This design comes from an exercise in tuning for small area, a short achievable clock period and few clock cycles on the open sky130 flow, not from production work.
Only simulation tests tie the RTL to the original design; equivalence was not proved.
No activity file was given, so power comes from the tool's default toggle rates.

==> flow/design.v (excerpt) <==
	module axifull_dev #
	(
		parameter integer C_S00_AXI_ID_WIDTH	= 8,
		parameter integer C_S00_AXI_DATA_WIDTH	= 128,
		parameter integer C_S00_AXI_ADDR_WIDTH	= 8,
		parameter integer C_S00_AXI_AWUSER_WIDTH	= 0,
		parameter integer C_S00_AXI_ARUSER_WIDTH	= 0,
		parameter integer C_S00_AXI_WUSER_WIDTH	= 0,
		parameter integer C_S00_AXI_RUSER_WIDTH	= 0,
		parameter integer C_S00_AXI_BUSER_WIDTH	= 0
	)
	(
		input wire  s00_axi_aclk,
		input wire  s00_axi_aresetn,
		input wire [C_S00_AXI_ID_WIDTH-1 : 0] s00_axi_awid,
		input wire [C_S00_AXI_ADDR_WIDTH-1 : 0] s00_axi_awaddr,
		input wire [7 : 0] s00_axi_awlen,
		input wire [2 : 0] s00_axi_awsize,
		input wire [1 : 0] s00_axi_awburst,
		input wire  s00_axi_awlock,
		input wire [3 : 0] s00_axi_awcache,
		input wire [2 : 0] s00_axi_awprot,
		input wire [3 : 0] s00_axi_awqos,
		input wire [3 : 0] s00_axi_awregion,
		input wire  s00_axi_awvalid,
		output wire  s00_axi_awready,
		input wire [C_S00_AXI_DATA_WIDTH-1 : 0] s00_axi_wdata,
		input wire [(C_S00_AXI_DATA_WIDTH/8)-1 : 0] s00_axi_wstrb,
		input wire  s00_axi_wlast,
		input wire  s00_axi_wvalid,
		output wire  s00_axi_wready,
		output wire [C_S00_AXI_ID_WIDTH-1 : 0] s00_axi_bid,
		output wire [1 : 0] s00_axi_bresp,
		output wire  s00_axi_bvalid,
		input wire  s00_axi_bready,
		input wire [C_S00_AXI_ID_WIDTH-1 : 0] s00_axi_arid,
		input wire [C_S00_AXI_ADDR_WIDTH-1 : 0] s00_axi_araddr,
		input wire [7 : 0] s00_axi_arlen,
		input wire [2 : 0] s00_axi_arsize,
		input wire [1 : 0] s00_axi_arburst,
		input wire  s00_axi_arlock,
		input wire [3 : 0] s00_axi_arcache,
		input wire [2 : 0] s00_axi_arprot,
		input wire [3 : 0] s00_axi_arqos,
		input wire [3 : 0] s00_axi_arregion,
		input wire  s00_axi_arvalid,
		output wire  s00_axi_arready,
		output wire [C_S00_AXI_ID_WIDTH-1 : 0] s00_axi_rid,
  ...
Size in the first run: ~2200 flip-flops, ~400 I/O pins.
==> flow/config.mk <==
export PLATFORM = sky130hd
export DESIGN_NAME = axifull_dev
export DESIGN_NICKNAME = axifull_dev
export VERILOG_FILES = /design/flow/design.v
export SDC_FILE = /design/flow/constraint.sdc
export NUM_CORES = 4
export LEC_CHECK = 0
export CAP_MARGIN = 20
export CORE_MARGIN = 2
export CORE_UTILIZATION = 45
export CTS_BUF_LIST = sky130_fd_sc_hd__clkbuf_8 sky130_fd_sc_hd__clkbuf_16
export CTS_CLUSTER_DIAMETER = 100
export CTS_CLUSTER_SIZE = 25
export PLACE_DENSITY = 0.6
export SETUP_SLACK_MARGIN = 2.5
export SLEW_MARGIN = 20
==> flow/constraint.sdc <==
create_clock -name core_clock -period 5.0 [get_ports {s00_axi_aclk}]
set_input_delay 1.0000 -clock core_clock [delete_from_list [all_inputs] [get_ports {s00_axi_aclk}]]
set_output_delay 1.0000 -clock core_clock [all_outputs]
set_load 0.01 [all_outputs]
standard.sh (not shown) runs the stock make flow with config.mk's settings and CLKGATE_MAP_FILE= SYNTH_SCRIPT=/design/flow/synth_recipe.tcl, a recipe that flattens the netlist after the stock synthesis.
==> flow/flow/run.sh <==
#!/bin/bash
# The standard layout, with plain buf_1 cells as the port buffers
# (buffer_ports otherwise picks clkdlybuf4s50_1, a larger delay cell).
set -euo pipefail
export BUFFER_PORTS_ARGS="-buffer_cell sky130_fd_sc_hd__buf_1"
bash standard.sh > standard.log 2>&1
Testbench counts at the start, summed over its fixed seeds: cycles 26,205.
Then changed:
- CORE_UTILIZATION: 45 -> 55
- CTS_BUF_LIST: sky130_fd_sc_hd__clkbuf_8 sky130_fd_sc_hd__clkbuf_16 -> default
- PLACE_DENSITY: 0.6 -> 0.7
After rerunning: Die area is lower by 18%; clock-buffer cell count is higher by 18; cell area is lower by 0.95%; routed wire length is lower by 2.1%; clock power is lower by about 0.4%; via count barely changes; power hardly moves; synthesized cell count stays the same; sequential power barely changes; setup slack is worse by 43 ps.
Then changed:
- CORE_UTILIZATION: 55 -> 45
- PLACE_DENSITY: 0.7 -> 0.6
- SETUP_SLACK_MARGIN: 2.5 -> 2.65
- TNS_END_PERCENT: default -> 0
- total power is higher by 0.45%
- final cell count rose by 5.0%
- setup slack is better by 32 ps

-- port drivers added, routing unchanged --
Ports are ideal in the flow. The routed layouts listed here were re-timed in OpenROAD.
Step 1, drivers: a clkbuf_16 drives s00_axi_aclk and a buf_2 each remaining input, both assumed.
Step 2 also shifts input and output timing later by t, the mid clock arrival at the registers, as if the neighbouring blocks saw the same clock.
a / b / c = ideal / step 1 / step 2; a / b = the first two.
run | t (ns) | setup slack, ns | worst hold slack (ns) | clock arrival spread, ns | cell pins on the clock port's net
the first run | 0.800 | 2.525 / 2.470 / 1.823 | 0.304 / 0.304 / 0.304 | 0.041 / 0.041 | 1
the second run | 0.758 | 2.481 / 2.514 / 1.770 | 0.321 / 0.321 / 0.321 | 0.022 / 0.023 | 1
the third run | 0.792 | 2.514 / 2.476 / 1.774 | 0.313 / 0.313 / 0.313 | 0.035 / 0.035 | 1
After both steps setup and hold are still met in every run listed. The setup slack of the third run, which loses most, moves by -0.038 ns with the drivers and by -0.740 ns with both steps.
